What follows belongs to an exercise in optimizing a design on an open flow for small area and a short achievable clock period; a production flow would make more cautious choices.
Only simulation tests tie the RTL to the original design; equivalence was not proved.

==> flow/design.v <==
module cordic_single_stage #(parameter K = 0, parameter [15:0] ATAN = 16'd0) (
  input  wire [15:0] x_in,
  input  wire [15:0] yi_in,
  input  wire [14:0] w_in,
  input  wire        d_in,
  output wire [15:0] x_out,
  output wire [15:0] yi_out,
  output wire [14:0] w_out,
  output wire        d_out
);
  wire [31:0] xe = {{16{x_in[15]}}, x_in};
  wire [31:0] ye = {{16{yi_in[15]}}, yi_in};
  wire [15:0] sx = xe[K +: 16];
  wire [15:0] sy = ye[K +: 16];
  wire [15:0] y_t;
  cordic_add_xy ax (.a(x_in), .b(sy), .cin(d_in), .s(x_out));
  cordic_add_xy ay (.a(yi_in), .b(~sx), .cin(1'b1), .s(y_t));
  wire [15:0] u = {1'b1, w_in} + ATAN;
  wire flip = ~u[15];
  assign d_out = ~(d_in ^ u[15]);
  assign yi_out = y_t ^ {16{flip}};
  assign w_out = u[14:0] ^ {15{flip}};
endmodule
module cordic_add_xy (input wire [15:0] a, input wire [15:0] b, input wire cin, output wire [15:0] s);
  wire [15:0] p = a ^ b;
  wire [15:0] g = a & b;
  wire g0c = g[0] | (p[0] & cin);
  wire g1_1 = g[1] | (p[1] & g0c);
  wire p1_1 = p[1] & p[0];
  wire g1_3 = g[3] | (p[3] & g[2]);
  wire p1_3 = p[3] & p[2];
  wire g1_5 = g[5] | (p[5] & g[4]);
  wire p1_5 = p[5] & p[4];
  wire g1_7 = g[7] | (p[7] & g[6]);
  wire p1_7 = p[7] & p[6];
  wire g1_9 = g[9] | (p[9] & g[8]);
  wire p1_9 = p[9] & p[8];
  wire g1_11 = g[11] | (p[11] & g[10]);
  wire p1_11 = p[11] & p[10];
  wire g1_13 = g[13] | (p[13] & g[12]);
  wire p1_13 = p[13] & p[12];
  wire g1_15 = g[15] | (p[15] & g[14]);
  wire p1_15 = p[15] & p[14];
  wire g2_2 = g[2] | (p[2] & g1_1);
  wire p2_2 = p[2] & p1_1;
  wire g2_3 = g1_3 | (p1_3 & g1_1);
  wire p2_3 = p1_3 & p1_1;
  wire g2_6 = g[6] | (p[6] & g1_5);
  wire p2_6 = p[6] & p1_5;
  wire g2_7 = g1_7 | (p1_7 & g1_5);
  wire p2_7 = p1_7 & p1_5;
  wire g2_10 = g[10] | (p[10] & g1_9);
  wire p2_10 = p[10] & p1_9;
  wire g2_11 = g1_11 | (p1_11 & g1_9);
  wire p2_11 = p1_11 & p1_9;
  wire g2_14 = g[14] | (p[14] & g1_13);
  wire p2_14 = p[14] & p1_13;
  wire g2_15 = g1_15 | (p1_15 & g1_13);
  wire p2_15 = p1_15 & p1_13;
  wire g3_4 = g[4] | (p[4] & g2_3);
  wire p3_4 = p[4] & p2_3;
  wire g3_5 = g1_5 | (p1_5 & g2_3);
  wire p3_5 = p1_5 & p2_3;
  wire g3_6 = g2_6 | (p2_6 & g2_3);
  wire p3_6 = p2_6 & p2_3;
  wire g3_7 = g2_7 | (p2_7 & g2_3);
  wire p3_7 = p2_7 & p2_3;
  wire g3_12 = g[12] | (p[12] & g2_11);
  wire p3_12 = p[12] & p2_11;
  wire g3_13 = g1_13 | (p1_13 & g2_11);
  wire p3_13 = p1_13 & p2_11;
  wire g3_14 = g2_14 | (p2_14 & g2_11);
  wire p3_14 = p2_14 & p2_11;
  wire g3_15 = g2_15 | (p2_15 & g2_11);
  wire p3_15 = p2_15 & p2_11;
  wire g4_8 = g[8] | (p[8] & g3_7);
  wire p4_8 = p[8] & p3_7;
  wire g4_9 = g1_9 | (p1_9 & g3_7);
  wire p4_9 = p1_9 & p3_7;
  wire g4_10 = g2_10 | (p2_10 & g3_7);
  wire p4_10 = p2_10 & p3_7;
  wire g4_11 = g2_11 | (p2_11 & g3_7);
  wire p4_11 = p2_11 & p3_7;
  wire g4_12 = g3_12 | (p3_12 & g3_7);
  wire p4_12 = p3_12 & p3_7;
  wire g4_13 = g3_13 | (p3_13 & g3_7);
  wire p4_13 = p3_13 & p3_7;
  wire g4_14 = g3_14 | (p3_14 & g3_7);
  wire p4_14 = p3_14 & p3_7;
  wire g4_15 = g3_15 | (p3_15 & g3_7);
  wire p4_15 = p3_15 & p3_7;
  wire [15:0] c = {g4_14, g4_13, g4_12, g4_11, g4_10, g4_9, g4_8, g3_7, g3_6, g3_5, g3_4, g2_3, g2_2, g1_1, g0c, cin};
  assign s = p ^ c;
endmodule
module cordic_pipeline (
  input  wire        clk,
  input  wire [15:0] x0,
  input  wire [15:0] y0,
  input  wire [15:0] z0,
  output wire [15:0] out_x,
  output wire [15:0] out_y,
  output wire [15:0] out_z
);
  wire        dh = ~z0[15];
  reg  [15:0] xi, yi;
  reg  [14:0] wi;
  reg         di;
  always @(posedge clk) begin
    xi <= x0; yi <= y0 ^ {16{dh}}; wi <= z0[14:0] ^ {15{dh}}; di <= dh;
  end
  wire        dc0 = di;
  wire [15:0] xc0 = xi;
  wire [15:0] yc0 = yi;
  wire [14:0] wc0 = wi;
  wire [15:0] xn0, yn0;
  wire [14:0] wn0;
  wire        dn0;
  cordic_single_stage #(.K(0), .ATAN(16'd804)) it0 (
    .x_in(xc0), .yi_in(yc0), .w_in(wc0), .d_in(dc0),
    .x_out(xn0), .yi_out(yn0), .w_out(wn0), .d_out(dn0));
  reg [15:0] xr0, yr0;
  reg [14:0] wr0;
  reg        dr0;
  always @(posedge clk) begin
    xr0 <= xn0; yr0 <= yn0; wr0 <= wn0; dr0 <= dn0;
  end
  wire [15:0] xc1 = xr0, yc1 = yr0;
  wire [14:0] wc1 = wr0;
  wire        dc1 = dr0;
  wire [15:0] xn1, yn1;
  wire [14:0] wn1;
  wire        dn1;
  cordic_single_stage #(.K(1), .ATAN(16'd474)) it1 (
    .x_in(xc1), .yi_in(yc1), .w_in(wc1), .d_in(dc1),
    .x_out(xn1), .yi_out(yn1), .w_out(wn1), .d_out(dn1));
  reg [15:0] xr1, yr1;
  reg [14:0] wr1;
  reg        dr1;
  always @(posedge clk) begin
    xr1 <= xn1; yr1 <= yn1; wr1 <= wn1; dr1 <= dn1;
  end
  wire [15:0] xc2 = xr1, yc2 = yr1;
  wire [14:0] wc2 = wr1;
  wire        dc2 = dr1;
  wire [15:0] xn2, yn2;
  wire [14:0] wn2;
  wire        dn2;
  cordic_single_stage #(.K(2), .ATAN(16'd250)) it2 (
    .x_in(xc2), .yi_in(yc2), .w_in(wc2), .d_in(dc2),
    .x_out(xn2), .yi_out(yn2), .w_out(wn2), .d_out(dn2));
  reg [15:0] xr2, yr2;
  reg [14:0] wr2;
  reg        dr2;
  always @(posedge clk) begin
    xr2 <= xn2; yr2 <= yn2; wr2 <= wn2; dr2 <= dn2;
  end
  wire [15:0] xc3 = xr2, yc3 = yr2;
  wire [14:0] wc3 = wr2;
  wire        dc3 = dr2;
  wire [15:0] xn3, yn3;
  wire [14:0] wn3;
  wire        dn3;
  cordic_single_stage #(.K(3), .ATAN(16'd127)) it3 (
    .x_in(xc3), .yi_in(yc3), .w_in(wc3), .d_in(dc3),
    .x_out(xn3), .yi_out(yn3), .w_out(wn3), .d_out(dn3));
  reg [15:0] xr3, yr3;
  reg [14:0] wr3;
  reg        dr3;
  always @(posedge clk) begin
    xr3 <= xn3; yr3 <= yn3; wr3 <= wn3; dr3 <= dn3;
  end
  wire [15:0] xc4 = xr3, yc4 = yr3;
  wire [14:0] wc4 = wr3;
  wire        dc4 = dr3;
  wire [15:0] xn4, yn4;
  wire [14:0] wn4;
  wire        dn4;
  cordic_single_stage #(.K(4), .ATAN(16'd63)) it4 (
    .x_in(xc4), .yi_in(yc4), .w_in(wc4), .d_in(dc4),
    .x_out(xn4), .yi_out(yn4), .w_out(wn4), .d_out(dn4));
  reg [15:0] xr4, yr4;
  reg [14:0] wr4;
  reg        dr4;
  always @(posedge clk) begin
    xr4 <= xn4; yr4 <= yn4; wr4 <= wn4; dr4 <= dn4;
  end
  wire [15:0] xc5 = xr4, yc5 = yr4;
  wire [14:0] wc5 = wr4;
  wire        dc5 = dr4;
  wire [15:0] xn5, yn5;
  wire [14:0] wn5;
  wire        dn5;
  cordic_single_stage #(.K(5), .ATAN(16'd31)) it5 (
    .x_in(xc5), .yi_in(yc5), .w_in(wc5), .d_in(dc5),
    .x_out(xn5), .yi_out(yn5), .w_out(wn5), .d_out(dn5));
  reg [15:0] xr5, yr5;
  reg [14:0] wr5;
  reg        dr5;
  always @(posedge clk) begin
    xr5 <= xn5; yr5 <= yn5; wr5 <= wn5; dr5 <= dn5;
  end
  wire [15:0] xc6 = xr5, yc6 = yr5;
  wire [14:0] wc6 = wr5;
  wire        dc6 = dr5;
  wire [15:0] xn6, yn6;
  wire [14:0] wn6;
  wire        dn6;
  cordic_single_stage #(.K(6), .ATAN(16'd15)) it6 (
    .x_in(xc6), .yi_in(yc6), .w_in(wc6), .d_in(dc6),
    .x_out(xn6), .yi_out(yn6), .w_out(wn6), .d_out(dn6));
  reg [15:0] xr6, yr6;
  reg [14:0] wr6;
  reg        dr6;
  always @(posedge clk) begin
    xr6 <= xn6; yr6 <= yn6; wr6 <= wn6; dr6 <= dn6;
  end
  wire [15:0] xc7 = xr6, yc7 = yr6;
  wire [14:0] wc7 = wr6;
  wire        dc7 = dr6;
  wire [15:0] xn7, yn7;
  wire [14:0] wn7;
  wire        dn7;
  cordic_single_stage #(.K(7), .ATAN(16'd7)) it7 (
    .x_in(xc7), .yi_in(yc7), .w_in(wc7), .d_in(dc7),
    .x_out(xn7), .yi_out(yn7), .w_out(wn7), .d_out(dn7));
  reg [15:0] xr7, yr7;
  reg [14:0] wr7;
  reg        dr7;
  always @(posedge clk) begin
    xr7 <= xn7; yr7 <= yn7; wr7 <= wn7; dr7 <= dn7;
  end
  wire [15:0] xc8 = xr7, yc8 = yr7;
  wire [14:0] wc8 = wr7;
  wire        dc8 = dr7;
  wire [15:0] xn8, yn8;
  wire [14:0] wn8;
  wire        dn8;
  cordic_single_stage #(.K(8), .ATAN(16'd3)) it8 (
    .x_in(xc8), .yi_in(yc8), .w_in(wc8), .d_in(dc8),
    .x_out(xn8), .yi_out(yn8), .w_out(wn8), .d_out(dn8));
  reg [15:0] xr8, yr8;
  reg [14:0] wr8;
  reg        dr8;
  always @(posedge clk) begin
    xr8 <= xn8; yr8 <= yn8; wr8 <= wn8; dr8 <= dn8;
  end
  wire [15:0] xc9 = xr8, yc9 = yr8;
  wire [14:0] wc9 = wr8;
  wire        dc9 = dr8;
  wire [15:0] xn9, yn9;
  wire [14:0] wn9;
  wire        dn9;
  cordic_single_stage #(.K(9), .ATAN(16'd1)) it9 (
    .x_in(xc9), .yi_in(yc9), .w_in(wc9), .d_in(dc9),
    .x_out(xn9), .yi_out(yn9), .w_out(wn9), .d_out(dn9));
  reg [15:0] xr9, yr9;
  reg [14:0] wr9;
  reg        dr9;
  always @(posedge clk) begin
    xr9 <= xn9; yr9 <= yn9; wr9 <= wn9; dr9 <= dn9;
  end
  wire [15:0] xc10 = xr9, yc10 = yr9;
  wire [14:0] wc10 = wr9;
  wire        dc10 = dr9;
  wire [31:0] xe10 = {{16{xc10[15]}}, xc10};
  wire [31:0] ye10 = {{16{yc10[15]}}, yc10};
  wire [15:0] xn10, yt10;
  cordic_add_xy ax10 (.a(xc10), .b(ye10[10 +: 16]), .cin(dc10), .s(xn10));
  cordic_add_xy ay10 (.a(yc10), .b(~xe10[10 +: 16]), .cin(1'b1), .s(yt10));
  wire [15:0] yn10 = yt10 ^ {16{dc10}};
  wire [15:0] zn10 = {1'b1, wc10} ^ {16{dc10}};
  reg [15:0] xr10, yr10, zr10;
  always @(posedge clk) begin
    xr10 <= xn10; yr10 <= yn10; zr10 <= zn10;
  end
  assign out_x = xr10;
  assign out_y = yr10;
  assign out_z = zr10;
endmodule
module cordic_stream (
  input  wire        clk,
  input  wire        rst,
  input  wire        in_valid,
  input  wire [15:0] x0,
  input  wire [15:0] y0,
  input  wire [15:0] z0,
  output wire        out_valid,
  output wire [15:0] out_x,
  output wire [15:0] out_y,
  output wire [15:0] out_z
);
  reg [11:0] valid_sr;
  always @(posedge clk) begin
    if (rst)
      valid_sr <= 12'd0;
    else
      valid_sr <= {valid_sr[10:0], in_valid};
  end
  assign out_valid = valid_sr[11];
  cordic_pipeline core (
    .clk(clk), .x0(x0), .y0(y0), .z0(z0),
    .out_x(out_x), .out_y(out_y), .out_z(out_z)
  );
endmodule
==> flow/flow/run.sh <==
#!/bin/bash
# Layout flow: the standard flow (standard.sh) with two synthesis changes:
# Yosys's full-adder extraction is skipped (ADDER_MAP_FILE empty), and the
# final ABC mapping uses flow/abc_map.script (see flow/synth.tcl).
# Placement, CTS, timing repair and routing are the standard ones.
# The make output (all tools) goes to flow_make.log; ORFS keeps each
# step's log under orfs/logs/.
set -uo pipefail
here=$(pwd)
bash standard.sh SYNTH_SCRIPT="$here/flow/synth.tcl" ADDER_MAP_FILE= finish > "$here/flow_make.log" 2>&1
exit $?
==> flow/flow/abc_map.script <==
strash
dch
map -B 0.9
topo
stime -c
buffer -c
upsize -c
dnsize -c
==> flow/flow/synth.tcl <==
set my_abc_script [file join [file dirname [file normalize [info script]]] abc_map.script]
proc abc {args} {
  set i [lsearch -exact $args -script]
  if {$i >= 0} { lset args [expr {$i + 1}] $::my_abc_script }
  puts "abc (own script): $args"
  yosys abc {*}$args
}
source [file join [file dirname [file dirname [file normalize [info script]]]] synth_recipe.tcl]
==> flow/standard.sh <==
#!/bin/bash
# synth_recipe.tcl (not shown) runs the flow's synth.tcl, then flattens the netlist and writes it again
# the make line also repeats each setting of config.mk as NAME=value (left out here)
make -C /OpenROAD-flow-scripts/flow DESIGN_CONFIG=/design/flow/config.mk WORK_HOME=/design/flow/orfs CLKGATE_MAP_FILE= SYNTH_SCRIPT=/design/flow/synth_recipe.tcl "${@:-finish}"
==> flow/config.mk <==
export PLATFORM = sky130hd
export DESIGN_NAME = cordic_stream
export DESIGN_NICKNAME = cordic_stream
export VERILOG_FILES = /design/flow/design.v
export SDC_FILE = /design/flow/constraint.sdc
export NUM_CORES = 4
export LEC_CHECK = 0
export CAP_MARGIN = 20
export CORE_MARGIN = 2
export CORE_UTILIZATION = 40
export CTS_CLUSTER_DIAMETER = 60
export CTS_CLUSTER_SIZE = 20
export SETUP_SLACK_MARGIN = 2.8
export SLEW_MARGIN = 20
==> flow/constraint.sdc <==
create_clock -name core_clock -period 5.0 [get_ports {clk}]
set_input_delay 1.0000 -clock core_clock [delete_from_list [all_inputs] [get_ports {clk}]]
set_output_delay 1.0000 -clock core_clock [all_outputs]
set_load 0.01 [all_outputs]
==> results.json, run 1 <==
{
  "synth_seq_cells": 588,
  "clkSlewWorstSetupHoldPaths_ps": 70,
  "worst_hold_startpoint": "valid_sr[9]",
  "worst_ep_arrival_time_ps": 1140,
  "htree_levels": 2,
  "drive_above_1_share_pct": 5.575,
  "floorplan.io_pins": 100,
  "syn_avg_cell_area_sq_um": 6.607,
  "gpl.final_weighted_congestion": 0.8576,
  "floorplan.core_area_sq_um": 80290,
  "max-clock-path-buffers": 3,
  "maximum_number_of_pins_on_one_net_before_global_route_repair": 33,
  "regToRegEndpoint": "core.yr0[7]",
  "post_synthesis_net_count": 4942,
  "area_growth_syn_to_layout_pct": 12.20,
  "synthDominantCellAreaShare_pct": 36.43,
  "numPortBuffers": 99,
  "synth_enable_flop_cells": 0,
  "gr-total-overflow": 0,
  "avgViaCountPerCell": 4.407,
  "hpwlAfterDp_um": 51510,
  "track_usage_pct": 15.59,
  "worstHoldPathCells": 2,
  "wire_length_of_the_first_global_routing_pass_um": 109700,
  "report.final.hold_viol_count": 0,
  "die-area_sq_um": 83070,
  "routed_wl_um": 63970,
  "cts_tree": "built",
  "yosys_warnings": 2,
  "cpMaxStageDelayCell": "sky130_fd_sc_hd__dfxtp_1",
  "hold_path_class": "register to register",
  "synth_flop_cell": "sky130_fd_sc_hd__dfxtp_1",
  "timing.final.crit_period_ps": 2144,
  "worst_slew_pin_slew_ps": 928.3,
  "netlist_area_sq_um": 32310,
  "grt_pass1_vias": 24820,
  "worst-r2r-cell-count": 11,
  "first_pass_iters": 5,
  "rsz0062_at_grt": "no",
  "finalHoldWorstSlack_ps": 399.3,
  "clock_insertion_delay_worst_skew_ps": 640,
  "synth.largest_area_cell": "sky130_fd_sc_hd__dfxtp_1",
  "report.final.setup_viol": 0,
  "start_util_pct": 40.25,
  "crit_buf_inv": 1,
  "netlist-cell-type-count": 52,
  "criticalPathCategory": "register to primary output",
  "timing.hold.worst_endpoint": "valid_sr[10]",
  "post_synth_inst_count": 4891,
  "ys_async_sr_fraction_pct": 0,
  "yosys-top-cells-area": "sky130_fd_sc_hd__dfxtp_1 36%, sky130_fd_sc_hd__nand2_1 17%, sky130_fd_sc_hd__xor2_1 9.2%",
  "finalMaxSlewViolations": 0,
  "drt.antenna.violating_nets": 0,
  "status": "complete, no violations",
  "fp-row-count": 104,
  "timing.critical_path.max_delay_family": "flip-flops",
  "setup.reg_to_reg.worst_slack_ps": 3020,
  "setup_total_negative_slack_ps": 0,
  "max_freq_mhz": 466.5,
  "utilization_pct": 45.16,
  "cts-root-buf": "sky130_fd_sc_hd__clkbuf_16",
  "timing.critical_path.cells": "clkdlybuf4s15_2",
  "layout.cell_area.non_filler_sq_um": 36260,
  "die_x_um": 288.2,
  "timing.final.crit_share_pct": 42.87,
  "drt-initial-drc-count": 1023,
  "required_time_reported_for_the_critical_path_endpoint_ps": 4000,
  "dr_total_vias": 26960,
  "startpoint_type": "register",
  "antenna-diode-count": 0,
  "finalClockSkew_ps": 30.40,
  "post-route-drc-count": 0,
  "fp.dieH_um": 288.2,
  "initial_antenna_violation_count": 0,
  "critical_path.reg2reg.startpoint": "core.wi[2]",
  "crit_end_element": "primary output",
  "drv.max_cap_violation_count": 0,
  "cts_hold_buf": 0,
  "placedInstanceArea_sq_um": 34360,
  "path_max_fanout": 1,
  "wire_per_inst_um": 10.46,
  "critical-path-max-stage-delay_ps": 310,
  "cts_inserted_buffers": 57,
  "seq_area_frac_synth_pct": 36.43,
  "finalNetCount": 5062,
  "cts.sinks": 588,
  "timing.slew.headroom_pct": 38.11
}
[timing repair]
item | CTS | global route
gates resized for setup | 140 | 54
pin swaps | 0 | 2
buffers inserted | 1 | 5
setup endpoints to repair | 57 | 86
gates cloned | 0 | 0
[per-stage QoR]
step	std cells	setup WS [ps]
final	6118	2856
after global routing	6118	2802
after CTS	6113	2703
after detailed placement	6006	2658
after global placement	6006	2713
after floorplan	4891	3106
[cell families (layout without fill, tap and decap cells)]
logic type | after synthesis | after routing | synth area share [%]
flip-flops | 588 | 588 | 36.43
AND/OR/NAND/NOR | 2557 | 2557 | 32.47
buffers and inverters | 831 | 998 | 10.05
AO/OA/AOI/OAI | 377 | 377 | 6.377
XOR/XNOR | 537 | 537 | 14.64
adder cells (fa/ha/maj) | 1 | 1 | 0.03098
[synth_stat cells (15+ instances only)]
cell type	number
sky130_fd_sc_hd__a21oi_1	163
sky130_fd_sc_hd__a31oi_1	16
sky130_fd_sc_hd__buf_2	21
sky130_fd_sc_hd__buf_4	15
sky130_fd_sc_hd__dfxtp_1	588
sky130_fd_sc_hd__inv_1	773
sky130_fd_sc_hd__nand2_1	1465
sky130_fd_sc_hd__nand2_2	24
sky130_fd_sc_hd__nand3_1	246
sky130_fd_sc_hd__nand3b_1	26
sky130_fd_sc_hd__nand4_1	25
sky130_fd_sc_hd__nor2_1	638
sky130_fd_sc_hd__nor3_1	48
sky130_fd_sc_hd__o21ai_0	131
sky130_fd_sc_hd__or2_2	40
sky130_fd_sc_hd__xnor2_1	194
sky130_fd_sc_hd__xor2_1	340
[final cells by class]
cell class	count	area (sq um)
clock buffer	59	1444
clock inverter	47	554.3
fill	8195	44030
inverter	780	2932
multi-input combinational	3472	17330
sequential	588	11780
tap	1060	1326
timing repair buffer	112	888.4
[cells in the final DEF (no fill, tap or decap), types with 11 or more instances in the layout]
cell type,n
sky130_fd_sc_hd__a31oi_1,16
sky130_fd_sc_hd__a21boi_0,14
sky130_fd_sc_hd__nand4_1,25
sky130_fd_sc_hd__nand2_1,1465
sky130_fd_sc_hd__inv_6,12
sky130_fd_sc_hd__o21a_1,12
sky130_fd_sc_hd__clkbuf_2,16
sky130_fd_sc_hd__buf_2,29
sky130_fd_sc_hd__nand2_2,23
sky130_fd_sc_hd__o21ai_0,129
sky130_fd_sc_hd__clkbuf_16,57
sky130_fd_sc_hd__clkdlybuf4s50_1,49
sky130_fd_sc_hd__nor2_1,637
sky130_fd_sc_hd__o21bai_1,11
sky130_fd_sc_hd__a21oi_1,162
sky130_fd_sc_hd__o21ai_1,15
sky130_fd_sc_hd__xnor2_1,194
sky130_fd_sc_hd__xor2_1,340
sky130_fd_sc_hd__or2_2,40
sky130_fd_sc_hd__nand3b_1,26
sky130_fd_sc_hd__dfxtp_1,578
sky130_fd_sc_hd__nand3_1,245
sky130_fd_sc_hd__inv_1,772
sky130_fd_sc_hd__nor3_1,48
[per-layer routing]
layer  vias up  GRT usage (%)  share of wire (%)
li1      15110              -                  -
met1     11470          16.77                 43
met2       258          30.53                 51
met3       124          2.188                2.8
met4         0          5.790                3.4
met5         -              0                  0
[worst max-delay path by stage]
stage,depth (start not counted),to,slack [ps],from
2_1_floorplan,3,core.wi[10],3110,z0[15]
3_3_place_gp,12,core.xr10[15],2710,core.dr9
3_5_place_dp,12,core.xr10[11],2660,core.dr9
4_1_cts,1,out_x[14],2700,core.xr10[14]
5_1_grt,1,out_valid,2800,valid_sr[11]
6_report,1,out_z[10],2860,core.zr10[10]
==> run 2, diff against run 1 <==
==> flow/flow/abc_map.script (replaced) <==
strash
dch
map -D 1500
topo
stime -c
buffer -c
upsize -c
dnsize -c
--- a/flow/config.mk
+++ b/flow/config.mk
@@ -9,6 +9,6 @@
 export CORE_MARGIN = 2
 export CORE_UTILIZATION = 40
-export CTS_CLUSTER_DIAMETER = 60
-export CTS_CLUSTER_SIZE = 20
+export CTS_CLUSTER_DIAMETER = 80
+export CTS_CLUSTER_SIZE = 30
 export SETUP_SLACK_MARGIN = 2.8
 export SLEW_MARGIN = 20
==> run 2 against run 1 <==
Effect of this change:
- sequential share of layout area is 1.7 points higher
- critical path depth is 10 higher
- still clean
- die area is 8.9% lower
==> results.json, run 2 <==
{
  "avgViaCountPerCell": 4.527,
  "area_growth_syn_to_layout_pct": 17.84,
  "drt.antenna.violating_nets": 0,
  "netlist-cell-type-count": 67,
  "dr_total_vias": 22640,
  "initial_antenna_violation_count": 0,
  "netlist_area_sq_um": 29400,
  "first_pass_iters": 5,
  "worst_hold_startpoint": "valid_sr[0]",
  "synthDominantCellAreaShare_pct": 40.04,
  "cpMaxStageDelayCell": "sky130_fd_sc_hd__dfxtp_4",
  "critical-path-max-stage-delay_ps": 380,
  "critical_path.startpoint": "core.yr5[6]",
  "start_util_pct": 40.37,
  "top_cells_by_count_synth": "796 x sky130_fd_sc_hd__nor2_1, 588 x sky130_fd_sc_hd__dfxtp_1, 513 x sky130_fd_sc_hd__inv_1, 508 x sky130_fd_sc_hd__xor2_1, 438 x sky130_fd_sc_hd__nand2_1",
  "max-clock-path-buffers": 3,
  "timing.final.crit_share_pct": 43.31,
  "post_synthesis_net_count": 3871,
  "worst_ep_arrival_time_ps": 2620,
  "report.final.hold_viol_count": 0,
  "criticalPathCategory": "register to register",
  "drv.max_cap_violation_count": 0,
  "routed_wl_um": 56220,
  "regToRegEndpoint": "core.xr6[11]",
  "grt_pass1_vias": 21040,
  "hold_path_class": "register to register",
  "synth_enable_flop_cells": 0,
  "yosys-top-cells-area": "sky130_fd_sc_hd__dfxtp_1 40%, sky130_fd_sc_hd__xor2_1 15%, sky130_fd_sc_hd__nor2_1 10%",
  "required_time_reported_for_the_critical_path_endpoint_ps": 5460,
  "synth_seq_cells": 588,
  "n_fill_cell": 7178,
  "globalRouteMet2Util_pct": 28.44,
  "placedInstanceArea_sq_um": 31350,
  "fp.dieH_um": 275.1,
  "worst_slew_pin_slew_ps": 885.8,
  "cts_inserted_buffers": 35,
  "finalNetCount": 4069,
  "crit_end_element": "register",
  "timing.critical_path.cells": "xnor2_2 > nor2_1 > a21oi_2 > o21a_2 > o41ai_4 > nand4_1 > nand2_4 > inv_2 > nor2_2 > nor3_1 > xor2_1",
  "met1_usage_pct": 16.21,
  "cts.sinks": 588,
  "ys_async_sr_fraction_pct": 0,
  "setup.reg_to_reg.worst_slack_ps": 2830,
  "timing.slew.headroom_pct": 40.95,
  "status": "complete, no violations",
  "worst_slack_ps": 2834,
  "antenna-diode-count": 0,
  "die_x_um": 275.1,
  "synth.largest_area_cell": "sky130_fd_sc_hd__dfxtp_1",
  "worstHoldPathCells": 2,
  "timing.hold.worst_endpoint": "valid_sr[1]",
  "clock_insertion_delay_worst_skew_ps": 580,
  "layout.cell_area.non_filler_sq_um": 34650,
  "finalMaxSlewViolations": 0,
  "worst-r2r-cell-count": 11,
  "seq_area_frac_synth_pct": 40.04,
  "cts_tree": "built",
  "drt-initial-drc-count": 814,
  "yosys_warnings": 2,
  "clkSlewWorstSetupHoldPaths_ps": 90,
  "critical_path.reg2reg.startpoint": "core.yr5[6]",
  "gr-total-overflow": 0,
  "hpwlAfterDp_um": 41710,
  "cts-root-buf": "sky130_fd_sc_hd__clkbuf_16",
  "drive_above_1_share_pct": 11.73,
  "wire_per_inst_um": 11.24,
  "most_numerous_cell_in_the_yosys_netlist": "sky130_fd_sc_hd__nor2_1",
  "gpl.final_weighted_congestion": 0.8430,
  "syn_avg_cell_area_sq_um": 7.697,
  "track_usage_pct": 14.51,
  "post-place-ws_ps": 2291,
  "timing.final.crit_period_ps": 2166,
  "utilization_pct": 47.57,
  "grt_busiest_layer": "met2",
  "startpoint_type": "register",
  "grt_util_met3_pct": 1.719,
  "finalClockSkew_ps": 48.80,
  "max_freq_mhz": 461.8,
  "rsz0062_at_grt": "yes",
  "setup_total_negative_slack_ps": 0,
  "floorplan.io_pins": 100,
  "numPortBuffers": 99,
  "layout.cells.most_common_list": "761 x sky130_fd_sc_hd__nor2_1, 545 x sky130_fd_sc_hd__dfxtp_1, 505 x sky130_fd_sc_hd__inv_1, 500 x sky130_fd_sc_hd__xor2_1, 411 x sky130_fd_sc_hd__nand2_1",
  "final_common_cell": "sky130_fd_sc_hd__nor2_1",
  "wire_length_of_the_first_global_routing_pass_um": 93080,
  "htree_levels": 2,
  "post-route-drc-count": 0,
  "path_max_fanout": 5,
  "maximum_number_of_pins_on_one_net_before_global_route_repair": 33,
  "die-area_sq_um": 75690,
  "post_synth_inst_count": 3820,
  "floorplan.core_area_sq_um": 72830,
  "fp-row-count": 99,
  "synth_flop_cell": "sky130_fd_sc_hd__dfxtp_1",
  "report.final.setup_viol": 0
}
## run 2: changes by cell type after synthesis, sizes merged, moves of 12 or more
cell	change
nor2	+157
inv	-255
nand3b	-25
xnor2	+46
o221ai	+12
xor2	+168
o31ai	+15
nand3	-178
o21ai	+39
o41ai	+16
a21oi	-20
or2	-23
nand2	-1046
## run 2: worst max path at each step
stage	end	slack (ps)
after floorplan	core.yr4[8]	2980
after global placement	core.yr1[13]	2310
after detailed placement	core.yr1[11]	2290
after CTS	core.wr1[2]	2780
after global routing	core.xr5[11]	2670
final	core.xr6[11]	2830
## run 2: stage by stage
step                      hold WS (ps)  std cells
after global placement           387.5       4835
after detailed placement         392.0       4835
after CTS                        405.2       4923
after floorplan                  379.4       3820
final                            403.5       5001
after global routing             419.9       5001
## run 2: timing repair
item / CTS / global route
endpoints found under the setup margin: 281 / 278
cloned: 3 / 4
hold buffers: 0 / 0
pin swaps: 13 / 85
resized for setup: 121 / 286
setup buffers: 24 / 74
## run 2: final cells by class
class,instances,area (sq um),share of cell area (%)
flip-flops and latches,588,11850,34.20
inverters,527,1991,5.746
repair buffers,203,1896,5.471
clock inverters,26,344.1,0.9931
clock buffers,35,875.8,2.528
well taps,959,1200,3.463
multi-input cells,2663,16490,47.60
## run 2: metal layers
| layer | share of wire (%) | up-vias |
|---|---|---|
| met5 | 0 | - |
| met4 | 2.5 | 0 |
| met3 | 2.3 | 80 |
| met2 | 52 | 204 |
| met1 | 44 | 10090 |
| li1 | - | 12270 |
## run 2: kinds of logic after synthesis
family,after synthesis,synth area share [%]
compound gates,469,10.12
xor+xnor,750,22.34
fa+ha+maj,5,0.1702
buf+inv,574,7.660
flops,588,40.04
simple gates,1434,19.67
## run 2: critical path, delay by kind of cell (launching register included)
family	cells	cell delay, ps
XOR/XNOR	2	300
buffers and inverters	1	60
AND/OR/NAND/NOR	5	660
AO/OA/AOI/OAI	3	650
flip-flops	1	380
==> run 3, diff against run 2 <==
==> flow/flow/abc_map.script (replaced) <==
strash
dch -f
map -D 1500
topo
stime -c
buffer -c
upsize -c
dnsize -c
==> run 3 against run 2 <==
Effect of this change:
- still clean
- wire length increased by 0.51%
- maximum frequency decreased by 2.3%
- register-to-register slack got worse by 50 ps
- clock skew decreased by 14 ps
- final cell count increased by 0.68%
- count of clock-buffer cells in the layout decreased by 2
- worst setup slack got worse by 51 ps
- worst hold slack got worse by 25 ps
- critical path type unchanged
- critical endpoint is now core.xr5[13]
==> results.json, run 3 <==
{
  "area_growth_syn_to_layout_pct": 17.40,
  "die-area_sq_um": 76050,
  "gr-total-overflow": 0,
  "drive_above_1_share_pct": 13.05,
  "n_fill_cell": 7263,
  "yosys_warnings": 2,
  "maximum_number_of_pins_on_one_net_before_global_route_repair": 33,
  "report.final.setup_viol": 0,
  "ys_async_sr_fraction_pct": 0,
  "post_synth_xor_area_fraction_pct": 22.53,
  "fp-row-count": 99,
  "track_usage_pct": 14.50,
  "post_synthesis_net_count": 3904,
  "finalClockSkew_ps": 34.32,
  "synth.largest_area_cell": "sky130_fd_sc_hd__dfxtp_1",
  "setup_total_negative_slack_ps": 0,
  "synthDominantCellAreaShare_pct": 39.85,
  "start_util_pct": 40.42,
  "finalMaxSlewViolations": 0,
  "multiInputGateArea_sq_um": 16600,
  "yosys.area_share.simple_pct": 20.00,
  "max_freq_mhz": 451.0,
  "clkSlewWorstSetupHoldPaths_ps": 110,
  "criticalPathCategory": "register to register",
  "synth_compound_area_share_pct": 9.640,
  "netlist-cell-type-count": 69,
  "utilization_pct": 47.46,
  "initial_antenna_violation_count": 0,
  "floorplan.io_pins": 100,
  "drt-initial-drc-count": 716,
  "top_cells_by_count_synth": "839 x sky130_fd_sc_hd__nor2_1, 588 x sky130_fd_sc_hd__dfxtp_1, 539 x sky130_fd_sc_hd__inv_1, 498 x sky130_fd_sc_hd__xor2_1, 413 x sky130_fd_sc_hd__nand2_1",
  "status": "complete, no violations",
  "grt_pass1_vias": 21570,
  "avgViaCountPerCell": 4.538,
  "fp.dieH_um": 275.8,
  "max-clock-path-buffers": 3,
  "die_x_um": 275.8,
  "worst_ep_arrival_time_ps": 2710,
  "report.final.hold_viol_count": 0,
  "post-route-drc-count": 0,
  "hold_path_class": "register to register",
  "rsz0062_at_grt": "yes",
  "required_time_reported_for_the_critical_path_endpoint_ps": 5490,
  "antenna-diode-count": 0,
  "worst_hold_startpoint": "valid_sr[2]",
  "critical_path.startpoint": "core.yr4[5]",
  "setup.reg_to_reg.worst_slack_ps": 2780,
  "drv.max_cap_violation_count": 0,
  "netlist_area_sq_um": 29540,
  "synth_seq_cells": 588,
  "timing.slew.headroom_pct": 41.61,
  "cts_hold_buf": 0,
  "crit_end_element": "register",
  "timing.final.crit_period_ps": 2217,
  "cts_tree": "built",
  "floorplan.core_area_sq_um": 73080,
  "critical_path.reg2reg.startpoint": "core.yr4[5]",
  "htree_levels": 1,
  "gpl.final_weighted_congestion": 0.8581,
  "startpoint_type": "register",
  "final_common_cell": "sky130_fd_sc_hd__nor2_1",
  "synth_flop_cell": "sky130_fd_sc_hd__dfxtp_1",
  "cts_inserted_buffers": 30,
  "worst_slew_pin_slew_ps": 875.9,
  "seq_area_frac_synth_pct": 39.85,
  "synth_adder_area_share_pct": 0.1355,
  "yosys-top-cells-area": "sky130_fd_sc_hd__dfxtp_1 40%, sky130_fd_sc_hd__xor2_1 15%, sky130_fd_sc_hd__nor2_1 11%",
  "first_pass_iters": 16,
  "largest_family_of_logic_cells_by_synthesized_area": "XOR/XNOR gates",
  "wire_length_of_the_first_global_routing_pass_um": 94230,
  "syn_avg_cell_area_sq_um": 7.667,
  "drt.antenna.violating_nets": 0,
  "clock_insertion_delay_worst_skew_ps": 630,
  "cts-root-buf": "sky130_fd_sc_hd__clkbuf_16",
  "timing.final.crit_share_pct": 44.34,
  "numPortBuffers": 99,
  "wire_per_inst_um": 11.22,
  "ff_latch_area_sq_um": 11870,
  "post_synth_inst_count": 3853,
  "cts.sinks": 588,
  "layout.cells.most_common_list": "801 x sky130_fd_sc_hd__nor2_1, 535 x sky130_fd_sc_hd__dfxtp_1, 529 x sky130_fd_sc_hd__inv_1, 481 x sky130_fd_sc_hd__xor2_1, 380 x sky130_fd_sc_hd__nand2_1",
  "most_numerous_cell_in_the_yosys_netlist": "sky130_fd_sc_hd__nor2_1",
  "finalNetCount": 4105,
  "routed_wl_um": 56500,
  "muxShareOfSynthArea_pct": 0,
  "hpwlAfterDp_um": 42130,
  "synth_enable_flop_cells": 0,
  "path_max_fanout": 7,
  "dr_total_vias": 22850
}
==> run 3: final timing paths <==
kind,to,cells past startpoint
max,core.xr5[13],9
min,valid_sr[3],2
max reg2reg,core.xr5[13],9
min reg2reg,valid_sr[3],2
==> run 3: per-stage QoR <==
stage          setup WS [ps]  cell area [sq um]  hold WS (ps)  cells
6_report                2783              34680         378.2   5035
3_5_place_dp            2158              31510         393.4   4871
5_1_grt                 2661              34680         409.1   5035
3_3_place_gp            2140              31510         390.0   4871
4_1_cts                 2796              33030         372.4   4956
2_1_floorplan           2958              29540         379.4   3853
==> run 3: cell families (layout without fill, tap and decap cells) <==
| family | Yosys count | after routing |
|---|---|---|
| AOI/OAI and AO/OA | 447 | 447 |
| and+or+nand+nor | 1464 | 1466 |
| adders and majority gates | 4 | 4 |
| xor gates and xnor gates | 759 | 759 |
| buffers and inverters | 591 | 812 |
| DFF | 588 | 588 |
==> run 3: area by class of cell <==
class	count	share of cell area, %
clock inverters	21	0.6710
repair buffers	215	5.588
inverters	543	5.909
clock buffers	33	2.287
multi-input cells	2676	47.85
flip-flops and latches	588	34.23
well taps	959	3.460
==> run 3: worst max-delay path: stages, from the launching register on <==
cell and delay, ps:
sky130_fd_sc_hd__dfxtp_4 390, sky130_fd_sc_hd__xnor2_4 130, sky130_fd_sc_hd__nor2_2 120, sky130_fd_sc_hd__a21oi_2 40, sky130_fd_sc_hd__o21a_2 230, sky130_fd_sc_hd__o41ai_4 400, sky130_fd_sc_hd__nand4_1 260, sky130_fd_sc_hd__nand2_2 230
sky130_fd_sc_hd__a311oi_2 130, sky130_fd_sc_hd__xor2_1 150
==> run 3: per-layer routing <==
layer / global-route usage [%] / wire length (um) / vias up
met4: 3.806 / 1297 / 0
met3: 1.557 / 1362 / 67
met1: 16.19 / 24320 / 10250
li1: - / - / 12330
met5: 0 / 0 / -
met2: 28.76 / 29530 / 200
==> run 3: timing repair <==
| item | CTS | global route |
|---|---|---|
| pin swaps | 22 | 96 |
| buffers inserted | 27 | 74 |
| gates cloned | 4 | 5 |
| gates resized for setup | 301 | 260 |
| endpoints found under the setup margin | 334 | 288 |
==> run 4, diff against run 3 <==
==> flow/flow/run.sh (replaced) <==
#!/bin/bash
# Layout flow: the standard flow (standard.sh) with these changes:
#  - synthesis skips Yosys's full-adder extraction (ADDER_MAP_FILE empty)
#    and maps with flow/abc_map.script (see flow/synth.tcl);
#  - every input and output port still gets its own buffer, but a plain
#    buf_4 (BUFFER_PORTS_ARGS) rather than the delay cell ORFS picks.
# Placement, CTS, timing repair and routing are the standard ones.
# The make output (all tools) goes to flow_make.log; ORFS keeps each
# step's log under orfs/logs/.
set -uo pipefail
here=$(pwd)
bash standard.sh SYNTH_SCRIPT="$here/flow/synth.tcl" ADDER_MAP_FILE= \
  "BUFFER_PORTS_ARGS=-buffer_cell sky130_fd_sc_hd__buf_4" finish > "$here/flow_make.log" 2>&1
exit $?
==> flow/flow/abc_map.script (replaced) <==
strash
dch
map -D 1500
topo
stime -c
buffer -c
upsize -c
dnsize -c
==> run 4 against run 3 <==
Effect of this change:
- worst setup slack better by 21 ps
- first-iteration DRC count is 23% higher
- still clean
- global-route usage grew 0.18 points
- largest cell class unchanged
==> results.json, run 4 <==
{
  "status": "complete, no violations",
  "seq_area_frac_synth_pct": 40.04,
  "stdcell_count": 5006,
  "track_usage_pct": 14.68,
  "critical_path.reg2reg.startpoint": "core.yr4[5]",
  "timing.slew.headroom_pct": 56.84,
  "routed_wl_um": 57090,
  "syn_avg_cell_area_sq_um": 7.697,
  "synth.largest_area_cell": "sky130_fd_sc_hd__dfxtp_1",
  "drt.antenna.violating_nets": 0,
  "fp.dieH_um": 275.1,
  "floorplan.io_pins": 100,
  "yosys_warnings": 2,
  "cts_hold_buf": 0,
  "setup.reg_to_reg.worst_slack_ps": 2800,
  "post_synth_inst_count": 3820,
  "layout.cells.most_common_list": "758 x sky130_fd_sc_hd__nor2_1, 552 x sky130_fd_sc_hd__dfxtp_1, 503 x sky130_fd_sc_hd__inv_1, 501 x sky130_fd_sc_hd__xor2_1, 408 x sky130_fd_sc_hd__nand2_1",
  "area_growth_syn_to_layout_pct": 17.44,
  "finalClockSkew_ps": 39.84,
  "cts_tree": "built",
  "drive_above_1_share_pct": 14.01,
  "ys_async_sr_fraction_pct": 0,
  "max-clock-path-buffers": 3,
  "wire_per_inst_um": 11.40,
  "drt-initial-drc-count": 881,
  "final_common_cell": "sky130_fd_sc_hd__nor2_1",
  "worst-r2r-cell-count": 11,
  "netlist_area_sq_um": 29400,
  "die-area_sq_um": 75690,
  "fp-row-count": 99,
  "gpl.final_weighted_congestion": 0.8427,
  "report.final.setup_viol": 0,
  "floorplan.core_area_sq_um": 72830,
  "cts.sinks": 588,
  "setup_total_negative_slack_ps": 0,
  "hold_path_class": "register to register",
  "startpoint_type": "register",
  "place.detailed.instances": 4835,
  "max_freq_mhz": 455.3,
  "crit_end_element": "register",
  "rsz0062_at_grt": "yes",
  "post-route-drc-count": 0,
  "clkSlewWorstSetupHoldPaths_ps": 110,
  "wire_length_of_the_first_global_routing_pass_um": 94300,
  "clock_insertion_delay_worst_skew_ps": 590,
  "dr_total_vias": 22880,
  "numPortBuffers": 99,
  "regToRegEndpoint": "core.xr5[11]",
  "drv.max_cap_violation_count": 0,
  "timing.final.crit_share_pct": 43.93,
  "finalNetCount": 4076,
  "synthDominantCellAreaShare_pct": 40.04,
  "timing.final.crit_period_ps": 2197,
  "yosys-top-cells-area": "sky130_fd_sc_hd__dfxtp_1 40%, sky130_fd_sc_hd__xor2_1 15%, sky130_fd_sc_hd__nor2_1 10%",
  "worst_ep_arrival_time_ps": 2660,
  "avgViaCountPerCell": 4.570,
  "start_util_pct": 40.37,
  "worst_slew_pin_slew_ps": 645.4,
  "gr-total-overflow": 0,
  "synth_flop_cell": "sky130_fd_sc_hd__dfxtp_1",
  "first_pass_iters": 5,
  "maximum_number_of_pins_on_one_net_before_global_route_repair": 33,
  "hpwlAfterDp_um": 42240,
  "die_x_um": 275.1,
  "top_cells_by_count_synth": "796 x sky130_fd_sc_hd__nor2_1, 588 x sky130_fd_sc_hd__dfxtp_1, 513 x sky130_fd_sc_hd__inv_1, 508 x sky130_fd_sc_hd__xor2_1, 438 x sky130_fd_sc_hd__nand2_1",
  "report.final.hold_viol_count": 0,
  "finalMaxSlewViolations": 0,
  "synth_seq_cells": 588,
  "critical_path.startpoint": "core.yr4[5]",
  "antenna-diode-count": 0,
  "htree_levels": 2,
  "most_numerous_cell_in_the_yosys_netlist": "sky130_fd_sc_hd__nor2_1",
  "required_time_reported_for_the_critical_path_endpoint_ps": 5470,
  "netlist-cell-type-count": 67,
  "cts_inserted_buffers": 34,
  "post_synthesis_net_count": 3871,
  "grt_pass1_vias": 21640,
  "initial_antenna_violation_count": 0,
  "cts-root-buf": "sky130_fd_sc_hd__clkbuf_16",
  "critPathCapture": "core.xr5[11]",
  "path_max_fanout": 6,
  "synth_enable_flop_cells": 0,
  "criticalPathCategory": "register to register"
}
## run 4: cell types whose count changed in the layout (fill, tap and decap cells not counted), sizes merged, moves of 18 or more
| cell | change |
|---|---|
| buf | +50 |
| clkdlybuf4s50 | -49 |
| nor2 | -41 |
| o21ai | +35 |
| nand2 | +30 |
| inv | -19 |
| xnor2 | -18 |
## run 4: stage by stage
step	setup WS, ps	cell area (sq um)	hold WS, ps	util [%]
after floorplan	2983	29400	379.4	-
after global placement	2344	31100	387.3	42.70
after detailed placement	2321	31100	388.4	42.70
after CTS	2778	32980	404.7	45.28
after global routing	2677	34530	416.1	47.40
final	2803	34530	399.2	47.40
## run 4: cells by family after synthesis
group / Yosys count / synth area share (%)
flip-flops: 588 / 40.04
adder cells (fa/ha/maj): 5 / 0.1702
AO/OA/AOI/OAI: 469 / 10.12
buffers and inverters: 574 / 7.660
XOR/XNOR: 750 / 22.34
AND/OR/NAND/NOR: 1434 / 19.67
## run 4: repair_timing
action / 4_1_cts / 5_1_grt
gates cloned: 4 / 3
gates resized for setup: 80 / 241
setup buffers: 37 / 69
setup endpoints to repair: 235 / 239
pin swaps: 32 / 88
endpoints found under the hold margin: 0 / 0
## run 4: metal layers
layer / wire [um] / up-vias / GRT usage (%)
li1: - / 12280 / -
met1: 24450 / 10280 / 16.02
met2: 29540 / 234 / 28.82
met3: 1570 / 84 / 1.824
met4: 1525 / 0 / 5.021
met5: 0 / - / 0
## run 4: cell type report
type	instances	area, sq um
inverter	527	1996
multi-input combinational	2663	16540
clock buffer	35	854.6
timing repair buffer	211	1745
fill	7166	38310
tap	959	1200
sequential	588	11850
clock inverter	23	346.6
## run 4: worst min path at each step
stage / startpoint / to / slack, ps / cells after the start
finish: valid_sr[7] / valid_sr[8] / 400 / 2
global route: valid_sr[4] / valid_sr[5] / 420 / 2
CTS: valid_sr[7] / valid_sr[8] / 400 / 2
detailed placement: core.wr8[0] / core.wr9[0] / 390 / 1
global placement: core.wr8[0] / core.wr9[0] / 390 / 1
floorplan: core.wr8[0] / core.wr9[0] / 380 / 1
## run 4: worst max-delay path, cell delays in order (launching register included)
cell,delay (ps)
sky130_fd_sc_hd__dfxtp_4,370
sky130_fd_sc_hd__xnor2_2,140
sky130_fd_sc_hd__nor2_1,140
sky130_fd_sc_hd__a21oi_2,60
sky130_fd_sc_hd__o21a_2,250
sky130_fd_sc_hd__o41ai_4,410
sky130_fd_sc_hd__nand4_1,160
sky130_fd_sc_hd__nand2_2,180
sky130_fd_sc_hd__inv_2,80
sky130_fd_sc_hd__nor2_4,90
sky130_fd_sc_hd__nor3_1,60
sky130_fd_sc_hd__xor2_1,150
==> run 5, diff against run 4 <==
--- a/flow/config.mk
+++ b/flow/config.mk
@@ -11,4 +11,4 @@
 export CTS_CLUSTER_DIAMETER = 80
 export CTS_CLUSTER_SIZE = 30
-export SETUP_SLACK_MARGIN = 2.8
+export SETUP_SLACK_MARGIN = 2.9
 export SLEW_MARGIN = 20
==> run 5 against run 4 <==
Effect of this change:
- worst setup slack improved by 25 ps
- first-iteration DRC count rose by 3.4%
- non-clock buffer count rose by 72
- register-to-register slack improved by 30 ps
- sequential share of layout area fell by 1.2 points
- clock skew barely moved
- largest cell class unchanged
- core utilization rose by 1.8 points
- critical path depth rose by 1
- still clean on timing, DRC and antenna
- maximum frequency rose by 1.2%
- synthesized area did not move
==> results.json, run 5 <==
{
  "cts-root-buf": "sky130_fd_sc_hd__clkbuf_16",
  "netlist-cell-type-count": 67,
  "timing.final.crit_period_ps": 2171,
  "cts.sinks": 588,
  "wire_length_of_the_first_global_routing_pass_um": 96170,
  "floorplan.io_pins": 100,
  "track_usage_pct": 14.99,
  "globalRouteMet2Util_pct": 29.44,
  "worst_ep_arrival_time_ps": 2620,
  "post_synth_inst_count": 3820,
  "yosys-top-cells-area": "sky130_fd_sc_hd__dfxtp_1 40%, sky130_fd_sc_hd__xor2_1 15%, sky130_fd_sc_hd__nor2_1 10%",
  "fp.dieH_um": 275.1,
  "start_util_pct": 40.37,
  "stdcell_count": 5080,
  "synth_flop_cell": "sky130_fd_sc_hd__dfxtp_1",
  "worst-r2r-cell-count": 12,
  "worstHoldPathCells": 2,
  "clkSlewWorstSetupHoldPaths_ps": 100,
  "timing.critical_path.cells": "inv_1 > nor2_4 > nor2_4 > a21oi_2 > nor3_2 > nor2_1 > nor2_1 > nor2_2 > nor3_2 > a2111oi_4 > o41ai_4 > xor2_1",
  "regToRegEndpoint": "core.xr4[15]",
  "dr_total_vias": 23290,
  "area_growth_syn_to_layout_pct": 21.86,
  "netlist_area_sq_um": 29400,
  "synth_enable_flop_cells": 0,
  "worst_hold_startpoint": "valid_sr[7]",
  "setup_total_negative_slack_ps": 0,
  "finalNetCount": 4150,
  "report.final.setup_viol": 0,
  "yosys_warnings": 2,
  "crit_end_element": "register",
  "post_synthesis_net_count": 3871,
  "finalClockSkew_ps": 39.58,
  "htree_levels": 2,
  "hold_path_class": "register to register",
  "setup.reg_to_reg.worst_slack_ps": 2830,
  "cts_tree": "built",
  "timing.final.crit_share_pct": 43.43,
  "synth.largest_area_cell": "sky130_fd_sc_hd__dfxtp_1",
  "first_pass_iters": 5,
  "cpMaxStageDelayCell": "sky130_fd_sc_hd__dfxtp_4",
  "post-route-drc-count": 0,
  "die_x_um": 275.1,
  "routed_wl_um": 59720,
  "cts_inserted_buffers": 34,
  "gpl.final_weighted_congestion": 0.8427,
  "criticalPathCategory": "register to register",
  "final_common_cell": "sky130_fd_sc_hd__nor2_1",
  "finalHoldWorstSlack_ps": 399.5,
  "syn_avg_cell_area_sq_um": 7.697,
  "rsz0062_at_grt": "yes",
  "met1_usage_pct": 16.30,
  "startpoint_type": "register",
  "report.final.hold_viol_count": 0,
  "antenna-diode-count": 0,
  "gr-total-overflow": 0,
  "critical_path.startpoint": "core.yr3[13]",
  "grt_busiest_layer": "met2",
  "most_numerous_cell_in_the_yosys_netlist": "sky130_fd_sc_hd__nor2_1",
  "drt-initial-drc-count": 911,
  "critical-path-max-stage-delay_ps": 380,
  "ys_async_sr_fraction_pct": 0,
  "synth_seq_cells": 588,
  "finalMaxSlewViolations": 0,
  "place.detailed.instances": 4835,
  "max-clock-path-buffers": 3,
  "required_time_reported_for_the_critical_path_endpoint_ps": 5440,
  "status": "complete, no violations",
  "maximum_number_of_pins_on_one_net_before_global_route_repair": 33,
  "timing.hold.worst_endpoint": "valid_sr[8]",
  "clock_insertion_delay_worst_skew_ps": 590,
  "synthDominantCellAreaShare_pct": 40.04,
  "timing.slew.headroom_pct": 56.65,
  "hpwlAfterDp_um": 42240,
  "drv.max_cap_violation_count": 0,
  "avgViaCountPerCell": 4.584,
  "grt_pass1_vias": 22040,
  "layout.cells.most_common_list": "742 x sky130_fd_sc_hd__nor2_1, 532 x sky130_fd_sc_hd__dfxtp_1, 491 x sky130_fd_sc_hd__inv_1, 485 x sky130_fd_sc_hd__xor2_1, 394 x sky130_fd_sc_hd__nand2_1",
  "seq_area_frac_synth_pct": 40.04,
  "max_freq_mhz": 460.5,
  "path_max_fanout": 4,
  "floorplan.core_area_sq_um": 72830,
  "die-area_sq_um": 75690,
  "initial_antenna_violation_count": 0,
  "drive_above_1_share_pct": 18.25,
  "top_cells_by_count_synth": "796 x sky130_fd_sc_hd__nor2_1, 588 x sky130_fd_sc_hd__dfxtp_1, 513 x sky130_fd_sc_hd__inv_1, 508 x sky130_fd_sc_hd__xor2_1, 438 x sky130_fd_sc_hd__nand2_1",
  "grt_util_met3_pct": 1.842,
  "numPortBuffers": 99,
  "cts_hold_buf": 0,
  "critical_path.reg2reg.startpoint": "core.yr3[13]",
  "drt.antenna.violating_nets": 0,
  "fp-row-count": 99,
  "worst_slew_pin_slew_ps": 648.3,
  "wire_per_inst_um": 11.76
}
run 5: cell counts after synthesis:
No cell type changed its count.
run 5: worst max-delay path, delay by kind of cell, from the launching register on:
| family | cells | cell delay [ps] |
|---|---|---|
| buffers and inverters | 1 | 60 |
| flip-flops | 1 | 380 |
| AO/OA/AOI/OAI | 3 | 690 |
| AND/OR/NAND/NOR | 7 | 760 |
| XOR/XNOR | 1 | 170 |
run 5: kinds of logic after synthesis:
family / synth area share, %
AOI/OAI and AO/OA: 10.12
xor gates and xnor gates: 22.34
and+or+nand+nor: 19.67
adders and majority gates: 0.1702
buffers and inverters: 7.660
DFF: 40.04
run 5: metal layers:
metal	wire length [um]	part of all wire, %
met2	31080	52
met5	0	0
met4	1765	3.0
met1	25330	42
met3	1547	2.6
run 5: through the flow:
| step | util [%] | instance area, sq um | worst slack, ps |
|---|---|---|---|
| 5_1_grt | 49.19 | 35830 | 2667 |
| 3_5_place_dp | 42.70 | 31100 | 2321 |
| 2_1_floorplan | - | 29400 | 2983 |
| 4_1_cts | 46.33 | 33740 | 2808 |
| 3_3_place_gp | 42.70 | 31100 | 2344 |
| 6_report | 49.19 | 35830 | 2829 |
run 5: how the worst max path moves through the flow:
stage                   endpoint  slack (ps)  cells past startpoint
CTS                 core.yr2[13]        2810                     14
finish              core.xr4[15]        2830                     12
floorplan            core.yr4[8]        2980                     11
global route        core.xr4[15]        2670                     11
global placement    core.yr1[13]        2340                     14
detailed placement   core.yr1[9]        2320                     14
run 5: layout make-up:
class,count,area (sq um)
Clock buffer,35,854.6
Tap cell,959,1200
Fill cell,7018,37010
Clock inverter,23,346.6
Timing Repair Buffer,283,2430
Multi-Input combinational cell,2665,17130
Sequential cell,588,11870
Inverter,527,1999
run 5: timing repair:
action                                  CTS  global route
endpoints found under the setup margin  298           266
hold endpoints to repair                  0             0
cloned                                    5             6
pin swaps                                71           137
gates resized for setup                 177           314
setup buffers                            82            94

separate check: timing with driven ports:
In the flow no input, the clock included, has a driving cell. The finished layouts below were timed again as built, in two steps. Step 1 assumes that a clkbuf_16 drives the clock port and a buf_2 every other input. Step 2 also shifts input and output timing later by t, the mid clock arrival at the registers, as if the neighbouring blocks saw the same clock. Three values: ideal ports, drivers, drivers and shift; two values: the first two.
run | t, ns | setup slack, ns | worst hold slack (ns) | worst register clock-pin slew, ns | cell pins on the clock port's net
run 1 | 0.689 | 2.856 / 2.793 / 2.966 | 0.399 / 0.399 / 0.399 | 0.08 / 0.08 | 1
run 2 | 0.623 | 2.834 / 2.787 / 2.834 | 0.403 / 0.403 / 0.403 | 0.11 / 0.11 | 1
run 3 | 0.676 | 2.783 / 2.783 / 2.783 | 0.378 / 0.378 / 0.378 | 0.11 / 0.11 | 1
run 4 | 0.632 | 2.803 / 2.803 / 2.803 | 0.399 / 0.399 / 0.399 | 0.11 / 0.11 | 1
run 5 | 0.635 | 2.829 / 2.829 / 2.829 | 0.399 / 0.399 / 0.399 | 0.11 / 0.11 | 1
After both steps setup and hold are still met in every run listed.
